This is an optimization exercise on Yosys and OpenROAD, whose aim is a short achievable clock period and few clock cycles, not a production implementation.
Function was checked by simulation only, so behaviour that the tests miss may differ from the original.
Power is estimated from default activity; no workload was simulated.

==> flow/design.v <==
module riscv151_core
(
    input         clk,
    input         rst,
    output [13:0] fetch_addr,
    output        fetch_en,
    input  [31:0] imem_rdata,
    input  [31:0] bios_irdata,
    output [13:0] data_addr,
    output [31:0] data_wdata,
    output [3:0]  dmem_we,
    output [3:0]  imem_we,
    output [3:0]  io_we,
    input  [31:0] dmem_rdata,
    input  [31:0] bios_drdata
);
    localparam [29:0] RESET_PC = 30'h1000_0000;  
    reg  [29:0] pc_f;
    reg         v_i;
    reg  [29:0] pc_i;
    reg         selb_i, seli_i;
    reg         pred_i, hit_i;
    reg  [1:0]  ctr_i;
    reg  [29:0] ptgt_i;
    reg         v_d;
    reg  [31:0] ir_d;
    reg  [29:0] pc_d;
    reg         pred_d, hit_d;
    reg  [1:0]  ctr_d;
    reg  [29:0] ptgt_d;
    reg  [31:0] a_e, b_e, s_e;
    reg         fwa_e, fwb_e, fws_e;
    reg  [31:0] link_e;
    reg  [29:0] pc_e;
    reg  [29:0] tgt_e;
    reg         tok_e;
    reg         pred_e, hit_e;
    reg  [1:0]  ctr_e;
    reg         br_e, jal_e, jalr_e, ld_e, st_e, wen_e, bios_e;
    reg  [2:0]  f3_e;
    reg  [4:0]  rd_e;
    reg         op_add_e, op_sub_e, op_sll_e, op_slt_e, op_sltu_e, op_xor_e,
                op_srl_e, op_sra_e, op_or_e, op_and_e, op_link_e;
    reg  [31:0] res_m;
    reg  [31:0] wd_m;
    reg  [3:0]  dwe_m, iwe_m, iowe_m;
    reg         ld_m, wen_m;
    reg  [2:0]  f3_m;
    reg  [4:0]  rd_m;
    reg  [31:0] res_w;
    reg         ld_w, wen_w;
    reg  [1:0]  dsel_w;  
    reg  [2:0]  f3_w;
    reg  [1:0]  off_w;
    reg  [4:0]  rd_w;
    reg  [31:0] wb_w2;
    reg         wen_w2;
    reg  [4:0]  rd_w2;
    reg  [31:0] rf [1:31];
    reg         btb_v   [0:31];
    reg  [9:0]  btb_tag [0:31];
    reg  [29:0] btb_tgt [0:31];
    reg  [1:0]  btb_ctr [0:31];
    reg         btb_j   [0:31];
    wire [31:0] a = fwa_e ? res_m : a_e;
    wire [31:0] b = fwb_e ? res_m : b_e;
    wire [31:0] s = fws_e ? res_m : s_e;
    wire [31:0] sum  = a + b;
    wire [31:0] diff = a - b;
    wire        eq   = (a == b);
    wire        ltu  = (a < b);
    wire        lt   = ($signed(a) < $signed(b));
    wire [31:0] shl  = a << b[4:0];
    wire [31:0] shr  = a >> b[4:0];
    wire [31:0] sra  = $signed(a) >>> b[4:0];
    wire [31:0] alu =
          ({32{op_add_e}}  & sum)
        | ({32{op_sub_e}}  & diff)
        | ({32{op_sll_e}}  & shl)
        | ({32{op_slt_e}}  & {31'd0, lt})
        | ({32{op_sltu_e}} & {31'd0, ltu})
        | ({32{op_xor_e}}  & (a ^ b))
        | ({32{op_srl_e}}  & shr)
        | ({32{op_sra_e}}  & sra)
        | ({32{op_or_e}}   & (a | b))
        | ({32{op_and_e}}  & (a & b))
        | ({32{op_link_e}} & link_e);
    reg cond;
    always @(*) begin
        case (f3_e)
            3'd0: cond = eq;
            3'd1: cond = !eq;
            3'd4: cond = lt;
            3'd5: cond = !lt;
            3'd6: cond = ltu;
            3'd7: cond = !ltu;
            default: cond = 1'b0;
        endcase
    end
    wire taken_e = jal_e | (br_e & cond);
    wire redirect = jalr_e
                  | (taken_e & !(pred_e & tok_e))
                  | (!taken_e & pred_e);
    wire [29:0] rpc = jalr_e ? sum[31:2] : (taken_e ? tgt_e : link_e[31:2]);
    wire [3:0] region = sum[31:28];
    reg  [3:0] mask;
    reg  [31:0] wdata;
    always @(*) begin
        case (f3_e)
            3'd0: begin
                mask  = 4'b0001 << sum[1:0];
                wdata = {4{s[7:0]}};
            end
            3'd1: begin
                mask  = (sum[1:0] == 2'd0) ? 4'b0011 :
                        (sum[1:0] == 2'd1) ? 4'b0110 :
                        (sum[1:0] == 2'd2) ? 4'b1100 : 4'b0000;
                wdata = sum[0] ? {8'd0, s[15:0], 8'd0} : {2{s[15:0]}};
            end
            3'd2: begin
                mask  = 4'b1111;
                wdata = s;
            end
            default: begin
                mask  = 4'b0000;
                wdata = s;
            end
        endcase
    end
    wire [3:0] smask = st_e ? mask : 4'b0000;
    wire       r_d  = (region == 4'h1) | (region == 4'h3);
    wire       r_i  = ((region == 4'h2) | (region == 4'h3)) & bios_e;
    wire       r_io = (region == 4'h8);
    wire [31:0] din = (dsel_w == 2'd0) ? dmem_rdata :
                      (dsel_w == 2'd1) ? bios_drdata : 32'd0;
    reg  [31:0] ld_val;
    always @(*) begin
        case (f3_w)
            3'd0: case (off_w)
                2'd0: ld_val = {{24{din[7]}},  din[7:0]};
                2'd1: ld_val = {{24{din[15]}}, din[15:8]};
                2'd2: ld_val = {{24{din[23]}}, din[23:16]};
                default: ld_val = {{24{din[31]}}, din[31:24]};
            endcase
            3'd1: case (off_w)
                2'd0: ld_val = {{16{din[15]}}, din[15:0]};
                2'd1: ld_val = {{16{din[23]}}, din[23:8]};
                2'd2: ld_val = {{16{din[31]}}, din[31:16]};
                default: ld_val = 32'd0;
            endcase
            3'd2: ld_val = din;
            3'd4: case (off_w)
                2'd0: ld_val = {24'd0, din[7:0]};
                2'd1: ld_val = {24'd0, din[15:8]};
                2'd2: ld_val = {24'd0, din[23:16]};
                default: ld_val = {24'd0, din[31:24]};
            endcase
            3'd5: case (off_w)
                2'd0: ld_val = {16'd0, din[15:0]};
                2'd1: ld_val = {16'd0, din[23:8]};
                2'd2: ld_val = {16'd0, din[31:16]};
                default: ld_val = 32'd0;
            endcase
            default: ld_val = 32'd0;
        endcase
    end
    wire [31:0] wb_w = ld_w ? ld_val : res_w;
    wire [6:0] opc = ir_d[6:0];
    wire [4:0] rd  = ir_d[11:7];
    wire [2:0] f3  = ir_d[14:12];
    wire [4:0] rs1 = ir_d[19:15];
    wire [4:0] rs2 = ir_d[24:20];
    wire       i30 = ir_d[30];
    wire is_lui   = (opc == 7'b0110111);
    wire is_auipc = (opc == 7'b0010111);
    wire is_jal   = (opc == 7'b1101111);
    wire is_jalr  = (opc == 7'b1100111);
    wire is_br    = (opc == 7'b1100011);
    wire is_ld    = (opc == 7'b0000011);
    wire is_st    = (opc == 7'b0100011);
    wire is_opi   = (opc == 7'b0010011);
    wire is_op    = (opc == 7'b0110011);
    wire use1 = is_jalr | is_br | is_ld | is_st | is_opi | is_op;
    wire use2 = is_br | is_st | is_op;
    wire wr   = (is_lui | is_auipc | is_jal | is_jalr | is_ld | is_opi | is_op) & (rd != 5'd0);
    wire [31:0] imm_i = {{20{ir_d[31]}}, ir_d[31:20]};
    wire [31:0] imm_s = {{20{ir_d[31]}}, ir_d[31:25], ir_d[11:7]};
    wire [31:0] imm_u = {ir_d[31:12], 12'd0};
    wire [31:0] imm_b = {{19{ir_d[31]}}, ir_d[31], ir_d[7], ir_d[30:25], ir_d[11:8], 1'b0};
    wire [31:0] imm_j = {{11{ir_d[31]}}, ir_d[31], ir_d[19:12], ir_d[20], ir_d[30:21], 1'b0};
    wire        shift_i = (f3 == 3'd1) | (f3 == 3'd5);
    wire [31:0] imm = (is_lui | is_auipc) ? imm_u :
                      is_st ? imm_s :
                      (is_opi & shift_i) ? {27'd0, ir_d[24:20]} : imm_i;
    wire [31:0] pc_d32   = {pc_d, 2'b00};
    wire [31:0] link_d   = pc_d32 + 32'd4;
    wire [31:0] tgt_d32  = pc_d32 + (is_jal ? imm_j : imm_b);
    wire        tok_d    = (tgt_d32[31:2] == ptgt_d);
    wire arith = is_op | is_opi;
    wire d_add  = (arith & (f3 == 3'd0) & !(is_op & i30)) | is_lui | is_auipc | is_ld | is_st;
    wire d_sub  = arith & (f3 == 3'd0) & is_op & i30;
    wire d_sll  = arith & (f3 == 3'd1);
    wire d_slt  = arith & (f3 == 3'd2);
    wire d_sltu = arith & (f3 == 3'd3);
    wire d_xor  = arith & (f3 == 3'd4);
    wire d_srl  = arith & (f3 == 3'd5) & !i30;
    wire d_sra  = arith & (f3 == 3'd5) & i30;
    wire d_or   = arith & (f3 == 3'd6);
    wire d_and  = arith & (f3 == 3'd7);
    wire d_link = is_jal | is_jalr;
    wire e1 = wen_e  & (rd_e  == rs1);
    wire e2 = wen_e  & (rd_e  == rs2);
    wire m1 = wen_m  & (rd_m  == rs1);
    wire m2 = wen_m  & (rd_m  == rs2);
    wire w1 = wen_w  & (rd_w  == rs1);
    wire w2 = wen_w  & (rd_w  == rs2);
    wire x1 = wen_w2 & (rd_w2 == rs1);
    wire x2 = wen_w2 & (rd_w2 == rs2);
    wire stall = v_d & (
          (use1 & ((e1 & ld_e) | (m1 & ld_m)))
        | (use2 & ((e2 & ld_e) | (m2 & ld_m))));
    wire [31:0] rf1 = (rs1 == 5'd0) ? 32'd0 : rf[rs1];
    wire [31:0] rf2 = (rs2 == 5'd0) ? 32'd0 : rf[rs2];
    wire [31:0] old1 = m1 ? res_m : (x1 ? wb_w2 : rf1);
    wire [31:0] old2 = m2 ? res_m : (x2 ? wb_w2 : rf2);
    wire        late1 = w1 & !m1;
    wire        late2 = w2 & !m2;
    wire [31:0] val1 = late1 ? wb_w : old1;
    wire [31:0] val2 = late2 ? wb_w : old2;
    wire [31:0] a_d = is_auipc ? pc_d32 : ((is_lui | is_jal) ? 32'd0 : val1);
    wire [31:0] b_d = (is_op | is_br) ? val2 : imm;
    wire [4:0]  bi      = pc_f[4:0];
    wire        bhit    = btb_v[bi] & (btb_tag[bi] == {pc_f[28], pc_f[13:5]});
    wire        bpred   = bhit & (btb_j[bi] | btb_ctr[bi][1]);
    wire [29:0] btgt    = btb_tgt[bi];
    wire [29:0] pc_next = bpred ? btgt : (pc_f + 30'd1);
    wire go = !stall & !redirect;
    wire [31:0] ibus = ({32{selb_i}} & bios_irdata) | ({32{seli_i}} & imem_rdata);
    always @(posedge clk) begin
        if (rst) begin
            pc_f <= RESET_PC;
            v_i  <= 1'b0;
            v_d  <= 1'b0;
        end else if (redirect) begin
            pc_f <= rpc;
            v_i  <= 1'b0;
            v_d  <= 1'b0;
        end else if (!stall) begin
            pc_f <= pc_next;
            v_i  <= 1'b1;
            v_d  <= v_i;
        end
    end
    always @(posedge clk) begin
        if (!stall) begin
            pc_i   <= pc_f;
            selb_i <= (pc_f[29:26] == 4'h4);
            seli_i <= (pc_f[29:26] == 4'h1);
            pred_i <= bpred;
            hit_i  <= bhit;
            ctr_i  <= btb_ctr[bi];
            ptgt_i <= btgt;
            ir_d   <= ibus;
            pc_d   <= pc_i;
            pred_d <= pred_i;
            hit_d  <= hit_i;
            ctr_d  <= ctr_i;
            ptgt_d <= ptgt_i;
        end
    end
    always @(posedge clk) begin
        if (rst) begin
            br_e <= 1'b0; jal_e <= 1'b0; jalr_e <= 1'b0; ld_e <= 1'b0;
            st_e <= 1'b0; wen_e <= 1'b0; pred_e <= 1'b0;
        end else begin
            br_e   <= go & v_d & is_br;
            jal_e  <= go & v_d & is_jal;
            jalr_e <= go & v_d & is_jalr;
            ld_e   <= go & v_d & is_ld;
            st_e   <= go & v_d & is_st;
            wen_e  <= go & v_d & wr;
            pred_e <= go & v_d & pred_d;
        end
        a_e    <= a_d;
        b_e    <= b_d;
        s_e    <= val2;
        fwa_e  <= e1 & !(is_auipc | is_lui | is_jal);
        fwb_e  <= e2 & (is_op | is_br);
        fws_e  <= e2;
        link_e <= link_d;
        pc_e   <= pc_d;
        tgt_e  <= tgt_d32[31:2];
        tok_e  <= tok_d;
        hit_e  <= hit_d;
        ctr_e  <= ctr_d;
        bios_e <= link_d[30];
        f3_e   <= f3;
        rd_e   <= rd;
        op_add_e  <= d_add;
        op_sub_e  <= d_sub;
        op_sll_e  <= d_sll;
        op_slt_e  <= d_slt;
        op_sltu_e <= d_sltu;
        op_xor_e  <= d_xor;
        op_srl_e  <= d_srl;
        op_sra_e  <= d_sra;
        op_or_e   <= d_or;
        op_and_e  <= d_and;
        op_link_e <= d_link;
    end
    always @(posedge clk) begin
        if (rst) begin
            dwe_m  <= 4'd0;
            iwe_m  <= 4'd0;
            iowe_m <= 4'd0;
            ld_m   <= 1'b0;
            wen_m  <= 1'b0;
        end else begin
            dwe_m  <= r_d  ? smask : 4'd0;
            iwe_m  <= r_i  ? smask : 4'd0;
            iowe_m <= r_io ? smask : 4'd0;
            ld_m   <= ld_e;
            wen_m  <= wen_e;
        end
        res_m <= alu;
        wd_m  <= wdata;
        f3_m  <= f3_e;
        rd_m  <= rd_e;
    end
    always @(posedge clk) begin
        if (rst) begin
            wen_w <= 1'b0;
            ld_w  <= 1'b0;
        end else begin
            wen_w <= wen_m;
            ld_w  <= ld_m;
        end
        res_w  <= res_m;
        f3_w   <= f3_m;
        off_w  <= res_m[1:0];
        rd_w   <= rd_m;
        dsel_w <= (res_m[31:28] == 4'h4) ? 2'd1 :
                  (res_m[31:28] == 4'h8) ? 2'd2 : 2'd0;
    end
    always @(posedge clk) begin
        if (rst) wen_w2 <= 1'b0;
        else     wen_w2 <= wen_w;
        wb_w2 <= wb_w;
        rd_w2 <= rd_w;
        if (wen_w2) rf[rd_w2] <= wb_w2;
    end
    wire btb_we = (br_e | jal_e) & (taken_e | hit_e);
    wire [1:0] ctr_new = taken_e ? (hit_e ? ((ctr_e == 2'd3) ? 2'd3 : ctr_e + 2'd1) : 2'd2)
                                 : ((ctr_e == 2'd0) ? 2'd0 : ctr_e - 2'd1);
    integer k;
    always @(posedge clk) begin
        if (rst) begin
            for (k = 0; k < 32; k = k + 1) btb_v[k] <= 1'b0;
        end else if (btb_we) begin
            btb_v[pc_e[4:0]] <= 1'b1;
        end else if (pred_e & !(br_e | jal_e)) begin
            btb_v[pc_e[4:0]] <= 1'b0;
        end
        if (btb_we) begin
            btb_tag[pc_e[4:0]] <= {pc_e[28], pc_e[13:5]};
            btb_tgt[pc_e[4:0]] <= tgt_e;
            btb_ctr[pc_e[4:0]] <= ctr_new;
            btb_j[pc_e[4:0]]   <= jal_e;
        end
    end
    assign fetch_addr = pc_f[13:0];
    assign fetch_en   = !stall;
    assign data_addr  = res_m[15:2];
    assign data_wdata = wd_m;
    assign dmem_we    = dwe_m;
    assign imem_we    = iwe_m;
    assign io_we      = iowe_m;
endmodule
==> flow/run.sh <==
#!/bin/bash
# synth_recipe.tcl (not shown) runs the flow's synth.tcl, then flattens the netlist and writes it again
# the make line also repeats each setting of config.mk as NAME=value (left out here)
make -C /OpenROAD-flow-scripts/flow DESIGN_CONFIG=/design/flow/config.mk WORK_HOME=/design/flow/orfs CLKGATE_MAP_FILE= SYNTH_SCRIPT=/design/flow/synth_recipe.tcl finish
==> flow/config.mk <==
export PLATFORM = sky130hd
export DESIGN_NAME = riscv151_core
export DESIGN_NICKNAME = riscv151_core
export VERILOG_FILES = /design/flow/design.v
export SDC_FILE = /design/flow/constraint.sdc
export NUM_CORES = 4
export LEC_CHECK = 0
export ABC_CLOCK_PERIOD_IN_PS = 5000
export CAP_MARGIN = 20
export CORE_MARGIN = 2
export CORE_UTILIZATION = 32
export PLACE_DENSITY = 0.55
export SETUP_SLACK_MARGIN = 5
export SLEW_MARGIN = 20
==> flow/constraint.sdc <==
create_clock -name core_clock -period 10.5 [get_ports {clk}]
set_input_delay 2.1000 -clock core_clock [delete_from_list [all_inputs] [get_ports {clk}]]
set_output_delay 2.1000 -clock core_clock [all_outputs]
set_load 0.01 [all_outputs]
==> impl_metrics.py, run 1 <==
metrics = {
    "synth": {
        "ys_top_cells_by_area": "edfxtp_1 (58%), mux4_2 (16%), dfxtp_1 (6.3%), mux2i_1 (3.0%), nor2_1 (1.7%)",
        "synth_top_area_cell": "edfxtp_1",
        "synth_flop_cell": "edfxtp_1",
        "synthesis.area_sq_um": 133000,
        "yosysWarningCount": 1,
        "synth-edff-count": 2562,
        "synth_xor_area_share_pct": 1.14,
        "ys_seq_area_share_pct": 64.2,
        "synth_commonest_cells": "edfxtp_1 (2562), mux4_2 (958), nor2_1 (610)",
        "postSynthAreaPerCell_sq_um": 16.2,
        "ys_types": 99,
        "synth_compound_area_share_pct": 6.62,
        "synthMuxAreaShare_pct": 19.7,
        "synth-simple-area-share_pct": 4.88,
        "syn_nets": 8489,
        "synthCells": 8224,
        "synth_top_family_by_area": "multiplexers",
        "synth_top_area_share_pct": 57.9,
        "yosysMostFrequentCell": "edfxtp_1",
        "synth-seq-cells": 2981,
        "synthAdderAreaFrac_pct": 1.29,
        "async_flop_share_pct": 0,
    },
    "finish": {
        "register_area_sq_um": 85400,
        "fillers": 38100,
        "final_nets": 8754,
        "multi_input_area_sq_um": 45900,
        "drive_gt1_share_pct": 23.3,
        "fin_util_pct": 37.3,
        "fin_cells": 14300,
        "area_delta_synth_final_pct": 15.9,
    },
    "sta": {
        "skew_ns": 0.101,
        "min_period_over_period_pct": 51.6,
        "fin_ws_ns": 5.08,
        "period_needed_ns": 5.42,
        "tightest_slew_ns": 1.32,
        "slew-limit-headroom_pct": 10.6,
        "slew_viol_final": 0,
        "finalSetupViolations": 0,
        "fmax_mhz": 184,
        "hold_violations": 0,
        "grt_setup_unrepaired": "true",
        "tns_ns": 0,
    },
    "placement": {
        "place_ws_ns": 3.38,
        "hpwlAfterDp_microns": 300000,
        "gp_congestion": 0.963,
        "place_inst": 13500,
        "io_buffers": 202,
    },
    "min_path": {
        "hold_class": "reg2reg",
    },
    "clock_network": {
        "h-tree-depth": 5,
        "clkTransAtPathRegs_ns": 0.06,
        "clock_sinks": 2981,
        "clock-root-buffer": "clkbuf_16",
        "numCtsBuffers": 327,
        "cts_buffer_depth": 4,
        "cts_tree": "done",
        "insertion_delay_ns": 0.96,
    },
    "route": {
        "routed.top_layer": "met5",
        "route.detailed.drc": 0,
        "wire_per_inst_microns": 32.8,
        "vias": 82200,
        "drt-initial-drc-count": 11100,
        "totalWireLength_microns": 468000,
        "met1_length_microns": 197000,
        "ant_nets": 0,
        "avgViaCountPerCell": 5.76,
        "first_pass_iters": 7,
        "wl_met3_microns": 42500,
        "wl_met2_microns": 209000,
    },
    "critical_path": {
        "crit_buf_inv": 3,
        "critPathMostFrequentCell": "buf_4",
        "slowest_stage": "buf_4",
        "required_ns": 11.26,
        "critPathLaunchType": "flop",
        "regToRegSetupSlack_ns": 5.08,
        "crit_type": "reg2reg",
        "endpoint_kind": "flop",
        "cp_cell_sequence": "mux2i_4, buf_4, buf_4, ha_1, nor4_1, nand4_1, nor2_1, xnor2_1, a21oi_1, o31ai_2, o21ai_4, buf_4, mux2_2, and3_1, a31oi_1, a21oi_1",
        "crit_fanout": 35,
        "worstPathArrival_ns": 6.18,
        "critical_path.max_stage_delay_ns": 0.57,
        "cp_top_family": "buffers and inverters",
    },
    "die": {
        "coreArea_sq_um": 413000,
        "dieArea_sq_um": 420000,
        "start_util_pct": 32.1,
        "die-width_microns": 648,
        "die_y_microns": 648,
        "row_count": 236,
        "ioPinCount": 203,
    },
    "run_status": {
        "status": "timing/DRC/antenna clean",
    },
    "global_route": {
        "grt_max_degree": 137,
        "track_usage_pct": 21.7,
        "antenna_found_initial": 41,
        "grt_pass1_wl_microns": 643000,
        "grt_pass1_vias": 80000,
        "gr-total-overflow": 0,
    },
    "pwr": {
        "leakage_nw": 50.0,
        "peakVddDrop_mv": 0.139,
        "powerDensity_nw_per_um2": 181,
    },
    "run": {
        "cap_violations": 0,
    },
}
==> state kept, by name, indices dropped and copies added, names as in the netlist, 64 cells and up, named ones only <==
register,flops
rf,992
btb_ctr,64
btb_tgt,960
btb_tag,320
==> what timing repair did <==
| action | in CTS | in global routing |
|---|---|---|
| setup buffers | 56 | 17 |
| gates resized for setup | 131 | 55 |
| cloned | 11 | 1 |
| pin swaps | 29 | 6 |
| hold buffers | 0 | 0 |
| setup endpoints to repair | 1566 | 1455 |
==> stage by stage <==
step                cell area (sq um)  hold slack, ns  power, W
floorplan                      133000           0.310    0.0153
global placement               142000           0.318    0.0167
detailed placement             142000           0.314    0.0167
CTS                            154000           0.328    0.0280
global route                   154000           0.347    0.0287
finish                         154000           0.329    0.0279
==> worst register-to-register path, cell delays in order, from the launching register on <==
cell and delay [ns]:
dfxtp_4 0.55, mux2i_4 0.28, buf_4 0.29, buf_4 0.51, ha_1 0.40, nor4_1 0.45
nand4_1 0.28, nor2_1 0.19, xnor2_1 0.11, a21oi_1 0.30, o31ai_2 0.16, o21ai_4 0.09
buf_4 0.57, mux2_2 0.43, and3_1 0.18, a31oi_1 0.35, a21oi_1 0.11
==> worst paths after layout <==
| check | from | end | cells after the start |
|---|---|---|---|
| hold / removal | f3_m[1]$_DFF_P_ | f3_w[1]$_DFF_P_ | 0 |
| setup reg to reg | fwb_e$_DFF_P_ | pc_f[22]$_SDFFE_PP0N_ | 16 |
| setup / recovery | fwb_e$_DFF_P_ | pc_f[22]$_SDFFE_PP0N_ | 16 |
| hold reg to reg | f3_m[1]$_DFF_P_ | f3_w[1]$_DFF_P_ | 0 |
==> layout make-up <==
cell class | instances | area share (%)
antenna | 36 | 0.0585
clock buffer | 427 | 5.81
multi-input combinational | 4547 | 29.8
tap | 5474 | 4.45
clock inverter | 162 | 0.979
inverter | 134 | 0.340
timing repair buffer | 497 | 3.13
sequential | 2981 | 55.4
timing repair inverter | 1 | 0.00568
==> metal layers <==
layer	global-route usage [%]	vias to the layer above
met5	0.173	-
met4	7.71	12
met3	4.24	675
met2	32.9	4300
met1	30.8	43700
li1	-	33500
==> where the power goes <==
group / leakage, nW / switching, W / internal (W)
Sequential: 27.1 / 0.000373 / 0.0131
Clock: 5.10 / 0.00483 / 0.00652
Combinational: 17.8 / 0.00190 / 0.00113
==> placed cells by master (no fill, tap or decap), types with 29 or more instances in the layout <==
master and n:
buf_4 236, nor3_1 57, o21ai_0 272, inv_1 126, nor2_1 540, o211ai_1 60, a22o_1 50, clkdlybuf4s50_1 200
a31oi_1 29, nor2_4 71, o21bai_1 49, a22oi_1 60, edfxtp_1 2562, mux2_2 61, o22ai_1 46, dfxtp_1 368
o2bb2ai_1 30, diode_2 36, xor2_1 55, xnor2_1 103, mux4_2 958, clkinv_2 58, ha_1 125, a21oi_1 420
nand3_1 111, clkbuf_1 74, and3_1 30, a211oi_1 57, clkinv_1 53, mux2i_1 376, nand2_1 407, a21o_1 39
clkbuf_16 340, nor2b_1 38, a221o_1 44, a221oi_1 30, dfxtp_2 37
==> kinds of logic (layout without fill, tap and decap cells) <==
family / count (synthesis) / after routing
AOI/OAI and AO/OA: 1364 / 1364
muxes: 1413 / 1413
xor gates and xnor gates: 165 / 165
and+or+nand+nor: 1462 / 1470
other: 0 / 36
DFF: 2981 / 2981
adders and majority gates: 135 / 135
buffers and inverters: 704 / 1221
Testbench counts, summed over its fixed seeds: cycles 88,802.
==> run 2: changes to the inputs <==
--- a/flow/design.v
+++ b/flow/design.v
@@ -351,5 +351,23 @@
     end
-    wire btb_we = (br_e | jal_e) & (taken_e | hit_e);
-    wire [1:0] ctr_new = taken_e ? (hit_e ? ((ctr_e == 2'd3) ? 2'd3 : ctr_e + 2'd1) : 2'd2)
-                                 : ((ctr_e == 2'd0) ? 2'd0 : ctr_e - 2'd1);
+    reg        bu_we, bu_clr;
+    reg [4:0]  bu_idx;
+    reg [9:0]  bu_tag;
+    reg [29:0] bu_tgt;
+    reg [1:0]  bu_ctr;
+    reg        bu_j;
+    always @(posedge clk) begin
+        if (rst) begin
+            bu_we  <= 1'b0;
+            bu_clr <= 1'b0;
+        end else begin
+            bu_we  <= (br_e | jal_e) & (taken_e | hit_e);
+            bu_clr <= pred_e & !(br_e | jal_e);
+        end
+        bu_idx <= pc_e[4:0];
+        bu_tag <= {pc_e[28], pc_e[13:5]};
+        bu_tgt <= tgt_e;
+        bu_ctr <= taken_e ? (hit_e ? ((ctr_e == 2'd3) ? 2'd3 : ctr_e + 2'd1) : 2'd2)
+                          : ((ctr_e == 2'd0) ? 2'd0 : ctr_e - 2'd1);
+        bu_j   <= jal_e;
+    end
     integer k;
@@ -358,12 +376,12 @@
             for (k = 0; k < 32; k = k + 1) btb_v[k] <= 1'b0;
-        end else if (btb_we) begin
-            btb_v[pc_e[4:0]] <= 1'b1;
-        end else if (pred_e & !(br_e | jal_e)) begin
-            btb_v[pc_e[4:0]] <= 1'b0;
+        end else if (bu_we) begin
+            btb_v[bu_idx] <= 1'b1;
+        end else if (bu_clr) begin
+            btb_v[bu_idx] <= 1'b0;
         end
-        if (btb_we) begin
-            btb_tag[pc_e[4:0]] <= {pc_e[28], pc_e[13:5]};
-            btb_tgt[pc_e[4:0]] <= tgt_e;
-            btb_ctr[pc_e[4:0]] <= ctr_new;
-            btb_j[pc_e[4:0]]   <= jal_e;
+        if (bu_we) begin
+            btb_tag[bu_idx] <= bu_tag;
+            btb_tgt[bu_idx] <= bu_tgt;
+            btb_ctr[bu_idx] <= bu_ctr;
+            btb_j[bu_idx]   <= bu_j;
         end
==> flow/flow/run.sh (new file) <==
#!/bin/bash
set -euo pipefail
bash standard.sh SETUP_SLACK_MARGIN=6.5 finish > standard.log 2>&1
==> flow/standard.sh (new file) <==
#!/bin/bash
# synth_recipe.tcl (not shown) runs the flow's synth.tcl, then flattens the netlist and writes it again
# the make line also repeats each setting of config.mk as NAME=value (left out here)
make -C /OpenROAD-flow-scripts/flow DESIGN_CONFIG=/design/flow/config.mk WORK_HOME=/design/flow/orfs CLKGATE_MAP_FILE= SYNTH_SCRIPT=/design/flow/synth_recipe.tcl "${@:-finish}"
--- a/flow/config.mk
+++ b/flow/config.mk
@@ -7,3 +7,3 @@
 export LEC_CHECK = 0
-export ABC_CLOCK_PERIOD_IN_PS = 5000
+export ABC_CLOCK_PERIOD_IN_PS = 4000
 export CAP_MARGIN = 20
@@ -12,3 +12,2 @@
 export PLACE_DENSITY = 0.55
-export SETUP_SLACK_MARGIN = 5
 export SLEW_MARGIN = 20
removed: flow/run.sh
==> impl_metrics.py, run 2 <==
metrics = {
    "die": {
        "start_util_pct": 32.1,
        "die_y_microns": 651,
        "die-width_microns": 651,
        "dieArea_sq_um": 424000,
        "ioPinCount": 203,
        "coreArea_sq_um": 417000,
        "row_count": 237,
    },
    "finish": {
        "top_register": "rf",
        "largest_register_ffs": 992,
        "area_delta_synth_final_pct": 19.7,
        "drive_gt1_share_pct": 28.6,
        "final_common_cell": "edfxtp_1",
        "layout_common_cells": "edfxtp_1 (2562), mux4_2 (964), nor2_1 (478)",
        "final_nets": 8939,
        "fillers": 38000,
    },
    "sta": {
        "hold_violations": 0,
        "fin_hold_ws_ns": 0.331,
        "tns_ns": 0,
        "fmax_mhz": 199,
        "skew_ns": 0.115,
        "min_period_over_period_pct": 47.9,
        "slew-limit-headroom_pct": 8.12,
        "period_needed_ns": 5.03,
        "tightest_slew_ns": 1.37,
        "finalSetupViolations": 0,
        "grt_setup_unrepaired": "true",
        "slew_viol_final": 0,
    },
    "critical_path": {
        "critPathLaunchType": "flop",
        "endpoint_kind": "output pin",
        "worstPathArrival_ns": 2.93,
        "ff2ff_path_depth": 12,
        "regToRegSetupSlack_ns": 5.65,
        "required_ns": 8.40,
        "reg2reg_to": "tok_e$_DFF_P_",
        "crit_fanout": 4,
        "r2r_start": "pc_d[6]$_DFFE_PN_",
        "crit_type": "reg2out",
    },
    "clock_network": {
        "cts_tree": "done",
        "numCtsBuffers": 330,
        "clkTransAtPathRegs_ns": 0.06,
        "insertion_delay_ns": 1.00,
        "cts_buffer_depth": 4,
        "clock-root-buffer": "clkbuf_16",
        "cts_hold_buf": 0,
        "clock_sinks": 3031,
        "h-tree-depth": 5,
    },
    "synth": {
        "ys_seq_area_share_pct": 64.4,
        "synthCells": 8248,
        "syn_nets": 8513,
        "synthesis.area_sq_um": 134000,
        "async_flop_share_pct": 0,
        "synth_flop_cell": "edfxtp_1",
        "yosysWarningCount": 1,
        "yosysMostFrequentCell": "edfxtp_1",
        "synth_commonest_cells": "edfxtp_1 (2562), mux4_2 (964), nor2_1 (567)",
        "synth_top_area_cell": "edfxtp_1",
        "synth-seq-cells": 3031,
        "postSynthAreaPerCell_sq_um": 16.2,
        "synth_top_area_share_pct": 57.4,
        "synth-edff-count": 2562,
        "ys_types": 88,
        "ys_top_cells_by_area": "edfxtp_1 (57%), mux4_2 (16%), dfxtp_1 (7.0%), mux2i_1 (2.7%), a21oi_1 (1.6%)",
    },
    "placement": {
        "hpwlAfterDp_microns": 288000,
        "io_buffers": 202,
        "gp_congestion": 0.951,
    },
    "route": {
        "vias": 83700,
        "route.detailed.drc": 0,
        "totalWireLength_microns": 483000,
        "avgViaCountPerCell": 5.78,
        "first_pass_iters": 9,
        "ant_nets": 0,
        "drt-initial-drc-count": 10900,
        "wire_per_inst_microns": 33.3,
    },
    "global_route": {
        "grt_pass1_wl_microns": 658000,
        "grt_max_degree": 136,
        "antenna_found_initial": 29,
        "gr-total-overflow": 0,
        "track_usage_pct": 22.0,
        "grt_pass1_vias": 82400,
    },
    "pwr": {
        "leakage_nw": 52.3,
        "peakVddDrop_mv": 0.147,
        "powerDensity_nw_per_um2": 178,
    },
    "min_path": {
        "hold_class": "reg2reg",
        "min_to": "bu_tag[8]$_DFF_P_",
        "min_path_cells": 0,
        "hp-start": "pc_e[13]$_DFF_P_",
    },
    "run_status": {
        "status": "timing/DRC/antenna clean",
    },
    "run": {
        "cap_violations": 0,
    },
}
==> run 2: cell types whose count changed after synthesis, moves of 14 or more <==
cell,before,now
dfxtp_1,419,469
clkbuf_1,342,360
o21bai_1,51,20
nand3_1,116,90
a211oi_1,60,97
mux2i_1,394,364
o21a_1,10,24
nor2_1,610,567
buf_1,155,106
buf_2,31,74
nand2_1,416,402
o21ai_0,281,298
==> run 2: routing by layer <==
metal | vias up | track usage [%] | part of all wire (%) | wire length (microns)
met5 | - | 0 | 0.010 | 50
met1 | 44500 | 29.0 | 39 | 190000
li1 | 34000 | - | - | -
met3 | 849 | 4.17 | 8.5 | 41100
met2 | 4375 | 34.8 | 47 | 225000
met4 | 10 | 10.8 | 5.5 | 26400
==> run 2: area by class of cell <==
class                           count  area (sq um)  share of cell area (%)
Antenna cell                       47           118                  0.0734
Clock buffer                      466          9250                    5.77
Clock inverter                    138          1350                   0.842
Inverter                          135           552                   0.344
Multi-Input combinational cell   4494         48200                    30.1
Sequential cell                  3031         86500                    53.9
Tap cell                         5497          6880                    4.29
Timing Repair Buffer              680          7450                    4.64
Timing Repair inverter              2          17.5                  0.0109
==> run 2: repair_timing <==
| item | 4_1_cts | 5_1_grt |
|---|---|---|
| setup buffers | 166 | 84 |
| gates cloned | 33 | 7 |
| pin swaps | 99 | 133 |
| endpoints found under the hold margin | 0 | 0 |
| resized for setup | 554 | 247 |
| endpoints found under the setup margin | 271 | 148 |
==> run 2: how the worst max path moves through the flow <==
stage / startpoint / endpoint / depth (start not counted)
finish: ir_d[18]$_DFFE_PN_ / fetch_en / 8
global route: ir_d[20]$_DFFE_PN_ / fetch_en / 9
CTS: ir_d[22]$_DFFE_PN_ / fetch_en / 8
detailed placement: fwb_e$_DFF_P_ / ld_e$_SDFF_PP0_ / 21
global placement: fwb_e$_DFF_P_ / ld_e$_SDFF_PP0_ / 21
floorplan: bios_drdata[23] / a_e[24]$_DFF_P_ / 13
==> run 2: logic make-up after synthesis <==
kind of cell | count (synthesis) | share of synthesized area [%]
xor gates and xnor gates | 180 | 1.23
AOI/OAI and AO/OA | 1419 | 6.84
and+or+nand+nor | 1371 | 4.53
DFF | 3031 | 64.4
adders and majority gates | 135 | 1.28
buffers and inverters | 725 | 2.25
muxes | 1387 | 19.4
==> run 2: critical path: stages (launching register included) <==
cell      delay (ns)
edfxtp_1        0.52
xor2_1          0.23
nor4_1          0.08
and3_1          0.18
a32oi_1         0.22
nor2_1          0.11
o31a_4          0.44
inv_16          0.11
buf_8           0.11
==> run 2: through the flow <==
step / utilization (%) / cells / area, sq um / setup WS (ns) / power (W)
after CTS: 37.9 / 14400 / 158000 / 5.43 / 0.0285
after detailed placement: 34.3 / 13500 / 143000 / 3.54 / 0.0168
after floorplan: - / 8248 / 134000 / 6.32 / 0.0156
after global placement: 34.3 / 13500 / 143000 / 3.52 / 0.0168
after global routing: 38.5 / 14500 / 160000 / 5.35 / 0.0293
final: 38.5 / 14500 / 160000 / 5.47 / 0.0286
==> run 2: power by group <==
part / switching (W) / internal [W] / total, W / leakage (nW)
clock network: 0.00492 / 0.00657 / 0.0115 / 5.16
registers: 0.000442 / 0.0134 / 0.0138 / 27.4
logic: 0.00192 / 0.00136 / 0.00328 / 19.8
total: 0.00728 / 0.0213 / 0.0286 / 52.3
Testbench counts of run 2, summed over its fixed seeds: cycles 88,802.
==> run 3: changes to the inputs <==
--- a/flow/design.v
+++ b/flow/design.v
@@ -35,3 +35,4 @@
     reg  [29:0] tgt_e;
-    reg         tok_e;
+    reg         rA_e, rT_e, rN_e;    
+    reg         c_eq_e, c_ne_e, c_lt_e, c_ge_e, c_ltu_e, c_geu_e;
     reg         pred_e, hit_e;
@@ -87,18 +88,6 @@
         | ({32{op_link_e}} & link_e);
-    reg cond;
-    always @(*) begin
-        case (f3_e)
-            3'd0: cond = eq;
-            3'd1: cond = !eq;
-            3'd4: cond = lt;
-            3'd5: cond = !lt;
-            3'd6: cond = ltu;
-            3'd7: cond = !ltu;
-            default: cond = 1'b0;
-        endcase
-    end
+    wire cond = (c_eq_e & eq) | (c_ne_e & !eq) | (c_lt_e & lt) | (c_ge_e & !lt)
+              | (c_ltu_e & ltu) | (c_geu_e & !ltu);
     wire taken_e = jal_e | (br_e & cond);
-    wire redirect = jalr_e
-                  | (taken_e & !(pred_e & tok_e))
-                  | (!taken_e & pred_e);
+    wire redirect = rA_e | (rT_e & cond) | (rN_e & !cond);
     wire [29:0] rpc = jalr_e ? sum[31:2] : (taken_e ? tgt_e : link_e[31:2]);
@@ -197,3 +186,8 @@
     wire [31:0] tgt_d32  = pc_d32 + (is_jal ? imm_j : imm_b);
-    wire        tok_d    = (tgt_d32[31:2] == ptgt_d);
+    wire [29:0] ta = pc_d;
+    wire [29:0] tb = is_jal ? imm_j[31:2] : imm_b[31:2];
+    wire [29:0] tk = ptgt_d;
+    wire [29:0] tx = ta ^ tb ^ tk;
+    wire [29:0] tc = {((ta[28:0] & tb[28:0]) | ((ta[28:0] ^ tb[28:0]) & ~tk[28:0])), 1'b0};
+    wire        tok_d    = (tx == tc);
     wire arith = is_op | is_opi;
@@ -218,5 +212,18 @@
     wire x2 = wen_w2 & (rd_w2 == rs2);
-    wire stall = v_d & (
-          (use1 & ((e1 & ld_e) | (m1 & ld_m)))
-        | (use2 & ((e2 & ld_e) | (m2 & ld_m))));
+    reg  stall;
+    wire [31:0] nb = ibus;
+    wire [6:0]  nopc = nb[6:0];
+    wire [4:0]  nrs1 = nb[19:15];
+    wire [4:0]  nrs2 = nb[24:20];
+    wire nuse1 = (nopc == 7'b1100111) | (nopc == 7'b1100011) | (nopc == 7'b0000011)
+               | (nopc == 7'b0100011) | (nopc == 7'b0010011) | (nopc == 7'b0110011);
+    wire nuse2 = (nopc == 7'b1100011) | (nopc == 7'b0100011) | (nopc == 7'b0110011);
+    wire ldd   = v_d & is_ld & wr;    
+    wire lde   = wen_e & ld_e;        
+    wire sB = v_i & (
+          (nuse1 & ((ldd & (rd == nrs1)) | (lde & (rd_e == nrs1))))
+        | (nuse2 & ((ldd & (rd == nrs2)) | (lde & (rd_e == nrs2)))));
+    wire sA = v_d & ((use1 & e1 & ld_e) | (use2 & e2 & ld_e));
+    wire stall_n = !redirect & (stall ? sA : sB);
+    wire [31:0] ibus = ({32{selb_i}} & bios_irdata) | ({32{seli_i}} & imem_rdata);
     wire [31:0] rf1 = (rs1 == 5'd0) ? 32'd0 : rf[rs1];
@@ -237,4 +244,5 @@
     wire go = !stall & !redirect;
-    wire [31:0] ibus = ({32{selb_i}} & bios_irdata) | ({32{seli_i}} & imem_rdata);
     always @(posedge clk) begin
+        if (rst) stall <= 1'b0;
+        else     stall <= stall_n;
         if (rst) begin
@@ -274,3 +282,7 @@
             st_e <= 1'b0; wen_e <= 1'b0; pred_e <= 1'b0;
+            rA_e <= 1'b0; rT_e <= 1'b0; rN_e <= 1'b0;
         end else begin
+            rA_e   <= go & v_d & (is_jalr | (is_jal & !(pred_d & tok_d)) | (!is_jal & !is_br & pred_d));
+            rT_e   <= go & v_d & is_br & !(pred_d & tok_d);
+            rN_e   <= go & v_d & is_br & pred_d;
             br_e   <= go & v_d & is_br;
@@ -292,3 +304,8 @@
         tgt_e  <= tgt_d32[31:2];
-        tok_e  <= tok_d;
+        c_eq_e  <= (f3 == 3'd0);
+        c_ne_e  <= (f3 == 3'd1);
+        c_lt_e  <= (f3 == 3'd4);
+        c_ge_e  <= (f3 == 3'd5);
+        c_ltu_e <= (f3 == 3'd6);
+        c_geu_e <= (f3 == 3'd7);
         hit_e  <= hit_d;
==> impl_metrics.py, run 3 <==
metrics = {
    "run_status": {
        "status": "timing/DRC/antenna clean",
    },
    "sta": {
        "slew_viol_final": 0,
        "finalSetupViolations": 0,
        "fmax_mhz": 227,
        "hold_violations": 0,
        "min_period_over_period_pct": 41.9,
        "grt_setup_unrepaired": "true",
        "tns_ns": 0,
        "tightest_slew_ns": 1.18,
        "fin_hold_ws_ns": 0.331,
        "period_needed_ns": 4.40,
        "skew_ns": 0.0911,
        "slew-limit-headroom_pct": 20.8,
    },
    "die": {
        "die-width_microns": 654,
        "dieArea_sq_um": 428000,
        "ioPinCount": 203,
        "start_util_pct": 32.2,
        "row_count": 238,
        "coreArea_sq_um": 420000,
        "die_y_microns": 654,
    },
    "clock_network": {
        "clkTransAtPathRegs_ns": 0.06,
        "cts_buffer_depth": 4,
        "insertion_delay_ns": 0.96,
        "cts_tree": "done",
        "clock-root-buffer": "clkbuf_16",
        "clock_sinks": 3040,
        "h-tree-depth": 5,
        "cts_hold_buf": 0,
        "numCtsBuffers": 326,
    },
    "finish": {
        "drive_gt1_share_pct": 28.5,
        "register_area_sq_um": 86700,
        "top_register": "rf",
        "final_nets": 9016,
        "fillers": 38700,
        "design_area_sq_um": 161000,
        "final_common_cell": "edfxtp_1",
        "layout_common_cells": "edfxtp_1 (2562), mux4_2 (978), nor2_1 (430)",
        "area_delta_synth_final_pct": 19.2,
        "largest_register_ffs": 992,
        "multi_input_area_sq_um": 49000,
    },
    "pwr": {
        "powerDensity_nw_per_um2": 195,
        "leakage_nw": 51.9,
        "peakVddDrop_mv": 0.139,
        "power_w": 0.0315,
    },
    "global_route": {
        "grt_max_degree": 143,
        "antenna_found_initial": 29,
        "grt_pass1_vias": 82800,
        "gr-total-overflow": 0,
        "track_usage_pct": 22.3,
        "grt_pass1_wl_microns": 671000,
    },
    "synth": {
        "yosysMostFrequentCell": "edfxtp_1",
        "synth_commonest_cells": "edfxtp_1 (2562), mux4_2 (978), nor2_1 (507)",
        "yosysWarningCount": 1,
        "synthesis.area_sq_um": 135000,
        "syn_nets": 8582,
        "ys_seq_area_share_pct": 63.9,
        "synthCells": 8288,
        "synth_flop_cell": "edfxtp_1",
        "ys_types": 92,
        "synth-seq-cells": 3040,
        "synth_top_area_cell": "edfxtp_1",
        "synth_top_area_share_pct": 56.9,
        "async_flop_share_pct": 0,
        "ys_top_cells_by_area": "edfxtp_1 (57%), mux4_2 (16%), dfxtp_1 (7.1%), mux2i_1 (3.0%), a21oi_1 (1.4%)",
        "synth-edff-count": 2562,
        "postSynthAreaPerCell_sq_um": 16.3,
    },
    "critical_path": {
        "worstPathArrival_ns": 5.21,
        "r2r_start": "res_m[20]$_DFF_P_",
        "crit_type": "reg2reg",
        "cp-startpoint": "res_m[20]$_DFF_P_",
        "regToRegSetupSlack_ns": 6.10,
        "crit_fanout": 12,
        "required_ns": 11.31,
        "ff2ff_path_depth": 14,
        "endpoint_kind": "flop",
        "critPathLaunchType": "flop",
    },
    "route": {
        "route.detailed.drc": 0,
        "avgViaCountPerCell": 5.75,
        "ant_nets": 0,
        "drt-initial-drc-count": 10600,
        "totalWireLength_microns": 491000,
        "wire_per_inst_microns": 33.5,
        "first_pass_iters": 7,
        "vias": 84300,
    },
    "placement": {
        "gp_congestion": 0.981,
        "placed_area_sq_um": 144000,
        "hpwlAfterDp_microns": 300000,
        "io_buffers": 202,
    },
    "min_path": {
        "hold_class": "reg2reg",
    },
    "run": {
        "cap_violations": 0,
    },
}
-- run 3: logic make-up (layout without fill, tap and decap cells) --
kind of cell	Yosys count	count (layout)	synth area share (%)
DFF	3040	3040	63.9
muxes	1460	1460	19.9
AOI/OAI and AO/OA	1358	1360	6.51
and+or+nand+nor	1314	1315	4.43
buffers and inverters	772	1476	2.35
xor gates and xnor gates	180	180	1.17
adders and majority gates	164	164	1.69
other	0	17	0
-- run 3: what timing repair did --
action / in CTS / in global routing
pin swaps: 72 / 111
resized for setup: 554 / 205
gates cloned: 20 / 6
setup buffers: 178 / 87
setup endpoints to repair: 271 / 137
-- run 3: worst max-delay path, cell delays in order, from the launching register on --
cell	delay, ns
dfxtp_1	0.74
mux2i_4	0.19
ha_4	0.36
or4_4	0.50
or2_4	0.26
or3_4	0.41
or3_4	0.38
nand3_4	0.08
a21oi_4	0.05
o31ai_4	0.28
buf_6	0.17
buf_12	0.15
mux2_4	0.31
o211ai_1	0.24
o21ai_2	0.15
-- run 3: report_power, final --
group          total (W)  switching, W  internal (W)
combinational    0.00559       0.00309       0.00249
clock             0.0116       0.00500       0.00662
sequential        0.0143      0.000651        0.0136
-- run 3: worst min path at each step --
stage | start | endpoint | slack [ns] | depth (start not counted)
after global placement | f3_m[0]$_DFF_P_ | f3_w[0]$_DFF_P_ | 0.31 | 0
after floorplan | pc_e[0]$_DFF_P_ | bu_idx[0]$_DFF_P_ | 0.31 | 0
after CTS | pc_e[10]$_DFF_P_ | bu_tag[5]$_DFF_P_ | 0.33 | 0
final | f3_m[2]$_DFF_P_ | f3_w[2]$_DFF_P_ | 0.33 | 0
after detailed placement | pc_e[1]$_DFF_P_ | bu_idx[1]$_DFF_P_ | 0.31 | 0
after global routing | pc_e[8]$_DFF_P_ | bu_tag[3]$_DFF_P_ | 0.34 | 0
-- run 3: metrics by stage --
stage,setup WS [ns],instances,util (%)
3_5_place_dp,4.20,13700,34.4
4_1_cts,6.22,14500,37.9
2_1_floorplan,6.15,8288,-
6_report,6.10,14700,38.3
5_1_grt,6.05,14600,38.3
3_3_place_gp,4.18,13700,34.4
-- run 3: final cells by class --
cell class	instances	share of cell area (%)
repair inverters	2	0.00776
diodes	17	0.0264
well taps	5640	4.38
multi-input cells	4479	30.4
flip-flops and latches	3040	53.7
inverters	192	0.483
clock inverters	178	1.14
clock buffers	423	5.49
repair buffers	681	4.35
-- run 3: layer usage --
layer	wire length [microns]	GRT usage (%)
met5	55	0
met3	39300	3.61
met2	229000	35.6
met4	25400	9.85
met1	197000	30.0
Testbench counts of run 3, summed over its fixed seeds: cycles 88,802.
==> run 4: changes to the inputs <==
--- a/flow/design.v
+++ b/flow/design.v
@@ -68,7 +68,23 @@
     wire [31:0] s = fws_e ? res_m : s_e;
-    wire [31:0] sum  = a + b;
-    wire [31:0] diff = a - b;
-    wire        eq   = (a == b);
-    wire        ltu  = (a < b);
-    wire        lt   = ($signed(a) < $signed(b));
+    wire [31:0] sum_ab  = a_e + b_e;
+    wire [31:0] sum_mb  = res_m + b_e;
+    wire [31:0] sum_am  = a_e + res_m;
+    wire [31:0] sum_mm  = {res_m[30:0], 1'b0};
+    wire [31:0] diff_ab = a_e - b_e;
+    wire [31:0] diff_mb = res_m - b_e;
+    wire [31:0] diff_am = a_e - res_m;
+    wire        eq_ab   = (a_e == b_e);
+    wire        eq_mb   = (res_m == b_e);
+    wire        eq_am   = (a_e == res_m);
+    wire        ltu_ab  = (a_e < b_e);
+    wire        ltu_mb  = (res_m < b_e);
+    wire        ltu_am  = (a_e < res_m);
+    wire        lt_ab   = ($signed(a_e) < $signed(b_e));
+    wire        lt_mb   = ($signed(res_m) < $signed(b_e));
+    wire        lt_am   = ($signed(a_e) < $signed(res_m));
+    wire [31:0] sum  = fwa_e ? (fwb_e ? sum_mm : sum_mb) : (fwb_e ? sum_am : sum_ab);
+    wire [31:0] diff = fwa_e ? (fwb_e ? 32'd0 : diff_mb) : (fwb_e ? diff_am : diff_ab);
+    wire        eq   = fwa_e ? (fwb_e ? 1'b1 : eq_mb) : (fwb_e ? eq_am : eq_ab);
+    wire        ltu  = fwa_e ? (fwb_e ? 1'b0 : ltu_mb) : (fwb_e ? ltu_am : ltu_ab);
+    wire        lt   = fwa_e ? (fwb_e ? 1'b0 : lt_mb) : (fwb_e ? lt_am : lt_ab);
     wire [31:0] shl  = a << b[4:0];
@@ -248,3 +264,2 @@
         if (rst) begin
-            pc_f <= RESET_PC;
             v_i  <= 1'b0;
@@ -252,3 +267,2 @@
         end else if (redirect) begin
-            pc_f <= rpc;
             v_i  <= 1'b0;
@@ -256,3 +270,2 @@
         end else if (!stall) begin
-            pc_f <= pc_next;
             v_i  <= 1'b1;
@@ -260,2 +273,5 @@
         end
+        if (redirect)   pc_f <= rpc;
+        else if (rst)   pc_f <= RESET_PC;
+        else if (!stall) pc_f <= pc_next;
     end
==> impl_metrics.py, run 4 <==
metrics = {
    "run_status": {
        "status": "timing/DRC/antenna clean",
    },
    "clock_network": {
        "h-tree-depth": 5,
        "cts_tree": "done",
        "clock-root-buffer": "clkbuf_16",
        "cts_buffer_depth": 4,
        "cts_hold_buf": 0,
        "insertion_delay_ns": 0.95,
        "clock_sinks": 3040,
        "numCtsBuffers": 329,
        "clkTransAtPathRegs_ns": 0.06,
    },
    "sta": {
        "period_needed_ns": 4.24,
        "tns_ns": 0,
        "hold_violations": 0,
        "grt_setup_unrepaired": "true",
        "fmax_mhz": 236,
        "skew_ns": 0.0439,
        "tightest_slew_ns": 1.28,
        "slew_viol_final": 0,
        "slew-limit-headroom_pct": 14.5,
        "finalSetupViolations": 0,
        "fin_hold_ws_ns": 0.319,
        "min_period_over_period_pct": 40.3,
    },
    "pwr": {
        "powerDensity_nw_per_um2": 277,
        "peakVddDrop_mv": 0.164,
        "power_w": 0.0480,
        "leakage_nw": 57.9,
    },
    "finish": {
        "final_common_cell": "edfxtp_1",
        "fin_cells": 16200,
        "layout_common_cells": "edfxtp_1 (2592), mux4_2 (977), nand2_1 (583)",
        "register_area_sq_um": 87000,
        "multi_input_area_sq_um": 57100,
        "final_nets": 10400,
        "largest_register_ffs": 992,
        "drive_gt1_share_pct": 28.9,
        "fillers": 40900,
        "area_delta_synth_final_pct": 21.4,
        "top_register": "rf",
    },
    "route": {
        "met1_length_microns": 215000,
        "wire_per_inst_microns": 34.7,
        "route.detailed.drc": 0,
        "wl_met3_microns": 45100,
        "routed.top_layer": "met5",
        "first_pass_iters": 6,
        "vias": 94200,
        "ant_nets": 0,
        "wl_met2_microns": 268000,
        "totalWireLength_microns": 562000,
        "drt-initial-drc-count": 11700,
        "avgViaCountPerCell": 5.82,
    },
    "die": {
        "dieArea_sq_um": 451000,
        "row_count": 245,
        "ioPinCount": 203,
        "die-width_microns": 672,
        "coreArea_sq_um": 444000,
        "die_y_microns": 672,
        "start_util_pct": 32.1,
    },
    "synth": {
        "yosysWarningCount": 1,
        "synth-edff-count": 2592,
        "synth_top_area_cell": "edfxtp_1",
        "ys_types": 92,
        "postSynthAreaPerCell_sq_um": 15.3,
        "synth_xor_area_share_pct": 1.84,
        "yosysMostFrequentCell": "edfxtp_1",
        "synth-seq-cells": 3040,
        "async_flop_share_pct": 0,
        "ys_seq_area_share_pct": 60.9,
        "synthesis.area_sq_um": 143000,
        "synthMuxAreaShare_pct": 18.7,
        "synth_top_family_by_area": "multiplexers",
        "synth_flop_cell": "edfxtp_1",
        "synthCells": 9341,
        "synthAdderAreaFrac_pct": 2.75,
        "ys_top_cells_by_area": "edfxtp_1 (55%), mux4_2 (15%), dfxtp_1 (6.3%), mux2i_1 (3.0%), ha_1 (2.3%)",
        "synth_compound_area_share_pct": 8.03,
        "syn_nets": 9764,
        "synth_commonest_cells": "edfxtp_1 (2592), mux4_2 (977), nand2_1 (598)",
        "synth-simple-area-share_pct": 5.36,
        "synth_top_area_share_pct": 54.6,
    },
    "global_route": {
        "track_usage_pct": 24.1,
        "antenna_found_initial": 36,
        "grt_max_degree": 98,
        "grt_pass1_vias": 92600,
        "grt_pass1_wl_microns": 763000,
        "gr-total-overflow": 0,
    },
    "critical_path": {
        "critPathMostFrequentCell": "buf_12",
        "critical_path.max_stage_delay_ns": 0.41,
        "critPathLaunchType": "flop",
        "crit_type": "reg2reg",
        "cp_cell_sequence": "buf_12, buf_12, buf_16, nand2_1, a21boi_4, inv_2, ha_4, nand2_4, nor3b_4, o31ai_4, o22a_4, o311ai_4, buf_4, o211ai_1, a21oi_2, o221a_4, o221ai_2",
        "crit_fanout": 8,
        "slowest_stage": "o311ai_4",
        "endpoint_kind": "flop",
        "required_ns": 11.17,
        "worstPathArrival_ns": 4.91,
    },
    "placement": {
        "hpwlAfterDp_microns": 358000,
        "io_buffers": 202,
        "place_inst": 15100,
        "gp_congestion": 0.994,
    },
    "run": {
        "cap_violations": 0,
    },
    "min_path": {
        "hold_class": "reg2reg",
    },
}
==> run 4: logic make-up (layout without fill, tap and decap cells) <==
group | after synthesis | count (layout)
flip-flops | 3040 | 3040
AO/OA/AOI/OAI | 1706 | 1708
AND/OR/NAND/NOR | 1681 | 1686
multiplexers | 1435 | 1436
buffers and inverters | 887 | 1740
XOR/XNOR | 299 | 299
adder cells (fa/ha/maj) | 293 | 293
other | 0 | 53
==> run 4: power by group <==
group	switching [W]	internal [W]	total (W)
combinational	0.0114	0.00828	0.0197
clock	0.00496	0.00687	0.0118
sequential	0.00183	0.0146	0.0165
total	0.0182	0.0298	0.0480
==> run 4: metal layers <==
layer / GRT usage, % / vias up
li1: - / 38400
met1: 30.7 / 49700
met2: 39.7 / 4881
met3: 4.15 / 1141
met4: 11.8 / 20
met5: 0 / -
==> run 4: cell type report <==
type / count / share of cell area, %
Timing Repair Buffer: 870 / 5.44
Inverter: 263 / 0.615
Multi-Input combinational cell: 5422 / 33.0
Antenna cell: 53 / 0.0766
Clock inverter: 147 / 0.962
Tap cell: 5928 / 4.28
Sequential cell: 3040 / 50.3
Clock buffer: 455 / 5.32
Timing Repair inverter: 5 / 0.0340
==> run 4: through the flow <==
stage | setup slack (ns) | utilization [%] | instance area [sq um]
after floorplan | 6.39 | - | 143000
after global placement | 3.14 | 34.3 | 152000
after detailed placement | 4.00 | 34.3 | 152000
after CTS | 6.27 | 38.1 | 170000
after global routing | 6.20 | 38.9 | 173000
final | 6.26 | 38.9 | 173000
==> run 4: worst paths after layout <==
path                        start                 end  slack [ns]  cells past startpoint
setup / recovery    fwb_e$_DFF_P_  pc_f[26]$_DFFE_PN_        6.26                     17
hold / removal    f3_m[2]$_DFF_P_     f3_w[2]$_DFF_P_        0.32                      0
setup reg to reg    fwb_e$_DFF_P_  pc_f[26]$_DFFE_PN_        6.26                     17
hold reg to reg   f3_m[2]$_DFF_P_     f3_w[2]$_DFF_P_        0.32                      0
==> run 4: timing repair <==
| item | in CTS | in global routing |
|---|---|---|
| setup buffers | 196 | 167 |
| setup endpoints to repair | 366 | 206 |
| pin swaps | 95 | 140 |
| gates cloned | 44 | 10 |
| resized for setup | 851 | 392 |
==> run 4: worst max-delay path: cells and delay by family (launching register included) <==
family	cells	cell delay, ns
DFF	1	0.34
adders and majority gates	1	0.30
AOI/OAI and AO/OA	8	2.08
and+or+nand+nor	3	0.50
buffers and inverters	5	0.71
Testbench counts of run 4, summed over its fixed seeds: cycles 88,802.
==> run 5: changes to the inputs <==
--- a/flow/config.mk
+++ b/flow/config.mk
@@ -7,7 +7,7 @@
 export LEC_CHECK = 0
-export ABC_CLOCK_PERIOD_IN_PS = 4000
+export ABC_CLOCK_PERIOD_IN_PS = 2500
 export CAP_MARGIN = 20
 export CORE_MARGIN = 2
-export CORE_UTILIZATION = 32
-export PLACE_DENSITY = 0.55
+export CORE_UTILIZATION = 40
+export PLACE_DENSITY = 0.6
 export SLEW_MARGIN = 20
==> impl_metrics.py, run 5 <==
metrics = {
    "die": {
        "ioPinCount": 203,
        "coreArea_sq_um": 355000,
        "row_count": 219,
        "die_y_microns": 601,
        "dieArea_sq_um": 361000,
        "die-width_microns": 601,
        "start_util_pct": 40.1,
    },
    "sta": {
        "tns_ns": 0,
        "finalSetupViolations": 0,
        "slew-limit-headroom_pct": 13.9,
        "slew_viol_final": 0,
        "tightest_slew_ns": 1.29,
        "grt_setup_unrepaired": "true",
        "fmax_mhz": 232,
        "period_needed_ns": 4.31,
        "skew_ns": 0.0722,
        "hold_violations": 0,
        "min_period_over_period_pct": 41.0,
    },
    "clock_network": {
        "clkTransAtPathRegs_ns": 0.07,
        "insertion_delay_ns": 0.95,
        "clock_sinks": 3040,
        "clock-root-buffer": "clkbuf_16",
        "cts_hold_buf": 0,
        "cts_buffer_depth": 4,
        "numCtsBuffers": 326,
        "h-tree-depth": 5,
        "cts_tree": "done",
    },
    "synth": {
        "synth-seq-cells": 3040,
        "postSynthAreaPerCell_sq_um": 15.3,
        "synth_top_area_share_pct": 54.6,
        "syn_nets": 9764,
        "synthCells": 9341,
        "synth-edff-count": 2592,
        "yosysWarningCount": 1,
        "synth_flop_cell": "edfxtp_1",
        "synth_commonest_cells": "edfxtp_1 (2592), mux4_2 (977), nand2_1 (598)",
        "ys_types": 92,
        "async_flop_share_pct": 0,
        "yosysMostFrequentCell": "edfxtp_1",
        "ys_top_cells_by_area": "edfxtp_1 (55%), mux4_2 (15%), dfxtp_1 (6.3%), mux2i_1 (3.0%), ha_1 (2.3%)",
        "synth_top_area_cell": "edfxtp_1",
        "synthesis.area_sq_um": 143000,
        "ys_seq_area_share_pct": 60.9,
    },
    "pwr": {
        "leakage_nw": 57.1,
        "powerDensity_nw_per_um2": 276,
        "peakVddDrop_mv": 0.291,
    },
    "critical_path": {
        "crit_type": "reg2reg",
        "worstPathArrival_ns": 4.97,
        "critical_path.max_stage_delay_ns": 0.45,
        "endpoint_kind": "flop",
        "crit_fanout": 5,
        "required_ns": 11.16,
        "slowest_stage": "nor4_4",
        "critPathLaunchType": "flop",
        "critPathMostFrequentCell": "buf_6",
        "cp_cell_sequence": "buf_6, inv_4, ha_4, nand4_1, buf_6, nor4_4, nand4_1, a31oi_4, mux2i_2, nor4bb_4, or2_4, buf_12, a2111oi_4, clkbuf_16, buf_6, buf_12, o21ai_4, clkbuf_16",
        "regToRegSetupSlack_ns": 6.19,
    },
    "finish": {
        "drive_gt1_share_pct": 27.4,
        "area_delta_synth_final_pct": 18.7,
        "design_area_sq_um": 169000,
        "layout_common_cells": "edfxtp_1 (2592), mux4_2 (977), nand2_1 (588)",
        "top_register": "rf",
        "final_nets": 10200,
        "largest_register_ffs": 992,
        "final_common_cell": "edfxtp_1",
    },
    "global_route": {
        "grt_pass1_wl_microns": 742000,
        "grt_max_degree": 124,
        "track_usage_pct": 29.2,
        "gr-total-overflow": 0,
        "grt_pass1_vias": 92100,
        "antenna_found_initial": 40,
    },
    "run_status": {
        "status": "timing/DRC/antenna clean",
    },
    "route": {
        "met1_length_microns": 208000,
        "vias": 94400,
        "first_pass_iters": 8,
        "wl_met2_microns": 253000,
        "drt-initial-drc-count": 12000,
        "routed.top_layer": "met5",
        "wire_per_inst_microns": 36.5,
        "avgViaCountPerCell": 6.35,
        "totalWireLength_microns": 543000,
        "ant_nets": 0,
        "route.detailed.drc": 0,
        "wl_met3_microns": 47300,
    },
    "run": {
        "cap_violations": 0,
    },
    "placement": {
        "gp_congestion": 1.01,
        "hpwlAfterDp_microns": 343000,
        "placed_area_sq_um": 151000,
        "io_buffers": 202,
    },
    "min_path": {
        "hold_class": "reg2reg",
    },
}
run 5: cell counts after synthesis:
Identical to the previous run, type by type.
run 5: final timing paths:
kind	startpoint	endpoint	depth (start not counted)
hold reg to reg	f3_m[0]$_DFF_P_	f3_w[0]$_DFF_P_	0
hold / removal	f3_m[0]$_DFF_P_	f3_w[0]$_DFF_P_	0
setup reg to reg	res_m[7]$_DFF_P_	pc_f[17]$_DFFE_PN_	18
setup / recovery	res_m[7]$_DFF_P_	pc_f[17]$_DFFE_PN_	18
run 5: power by group:
group | total (W) | leakage, nW | internal, W | switching, W
clock | 0.0116 | 5.22 | 0.00659 | 0.00496
sequential | 0.0164 | 27.8 | 0.0146 | 0.00173
combinational | 0.0188 | 24.1 | 0.00770 | 0.0111
run 5: worst max-delay path, delay by kind of cell, from the launching register on:
family | cells | cell delay [ns]
fa+ha+maj | 1 | 0.26
simple gates | 5 | 1.33
compound gates | 3 | 0.72
mux | 1 | 0.30
flops | 1 | 0.32
buf+inv | 8 | 1.07
run 5: cells by family (layout without fill, tap and decap cells):
| kind of cell | count (synthesis) | count (layout) | synth area share (%) |
|---|---|---|---|
| XOR/XNOR | 299 | 299 | 1.84 |
| multiplexers | 1435 | 1435 | 18.7 |
| other | 0 | 31 | 0 |
| flip-flops | 3040 | 3040 | 60.9 |
| adder cells (fa/ha/maj) | 293 | 293 | 2.75 |
| AO/OA/AOI/OAI | 1706 | 1707 | 8.03 |
| AND/OR/NAND/NOR | 1681 | 1691 | 5.36 |
| buffers and inverters | 887 | 1628 | 2.48 |
run 5: final cells by class:
class / count / area, sq um
inverter: 263 / 1030
fill: 30200 / 186000
antenna: 31 / 77.6
multi-input combinational: 5425 / 56400
sequential: 3040 / 87000
tap: 4751 / 5940
clock inverter: 168 / 1600
timing repair buffer: 764 / 8130
timing repair inverter: 1 / 8.76
clock buffer: 432 / 9040
run 5: per-layer routing:
metal	vias up	GRT usage [%]
met5	-	0
met1	49600	38.4
met4	20	15.9
li1	38200	-
met2	5417	46.3
met3	1238	4.93
run 5: timing repair:
item	4_1_cts	5_1_grt
resized for setup	767	274
pin swaps	94	118
buffers inserted	188	90
cloned	37	8
setup endpoints to repair	310	216
run 5: through the flow:
stage / util (%) / cells / worst slack (ns) / total power, W / hold slack, ns
6_report: 47.6 / 14900 / 6.19 / 0.0467 / 0.327
5_1_grt: 47.6 / 14900 / 6.17 / 0.0481 / 0.333
4_1_cts: 47.0 / 14700 / 6.32 / 0.0456 / 0.325
3_5_place_dp: 42.4 / 13900 / 4.20 / 0.0320 / 0.312
3_3_place_gp: 42.4 / 13900 / 4.16 / 0.0320 / 0.314
2_1_floorplan: - / 9341 / 6.39 / 0.0256 / 0.310

-- separate check: timing with driven ports --
In the flow no input, the clock included, has a driving cell. The finished layouts below were timed again as built, in two steps. Step 1 sets driving cells, clkbuf_16 on the clock port and buf_2 on the other inputs (assumed; they add their load-dependent delay and slew). Step 2 times the ports against the registers' clock, not the clock port: input delays grow and output delays shrink by t, the midpoint of the rising clock arrivals with the driver on. Slacks: ideal ports / drivers / drivers and shift; pairs: ideal ports / drivers.
run | shift t [ns] | setup WS [ns] | worst hold slack (ns)
run 1 | 1.015 | 5.078 / 5.060 / 4.658 | 0.329 / 0.329 / 0.329
run 2 | 1.046 | 5.472 / 5.362 / 5.518 | 0.331 / 0.331 / 0.331
run 3 | 1.031 | 6.097 / 6.097 / 5.525 | 0.331 / 0.331 / 0.331
run 4 | 1.044 | 6.264 / 6.264 / 5.466 | 0.319 / 0.319 / 0.319
run 5 | 1.020 | 6.193 / 6.193 / 5.478 | 0.327 / 0.327 / 0.327
After both steps setup and hold are still met in every run listed. The setup slack of run 4, which loses most, moves by 0.000 ns with the drivers and by -0.798 ns with both steps.
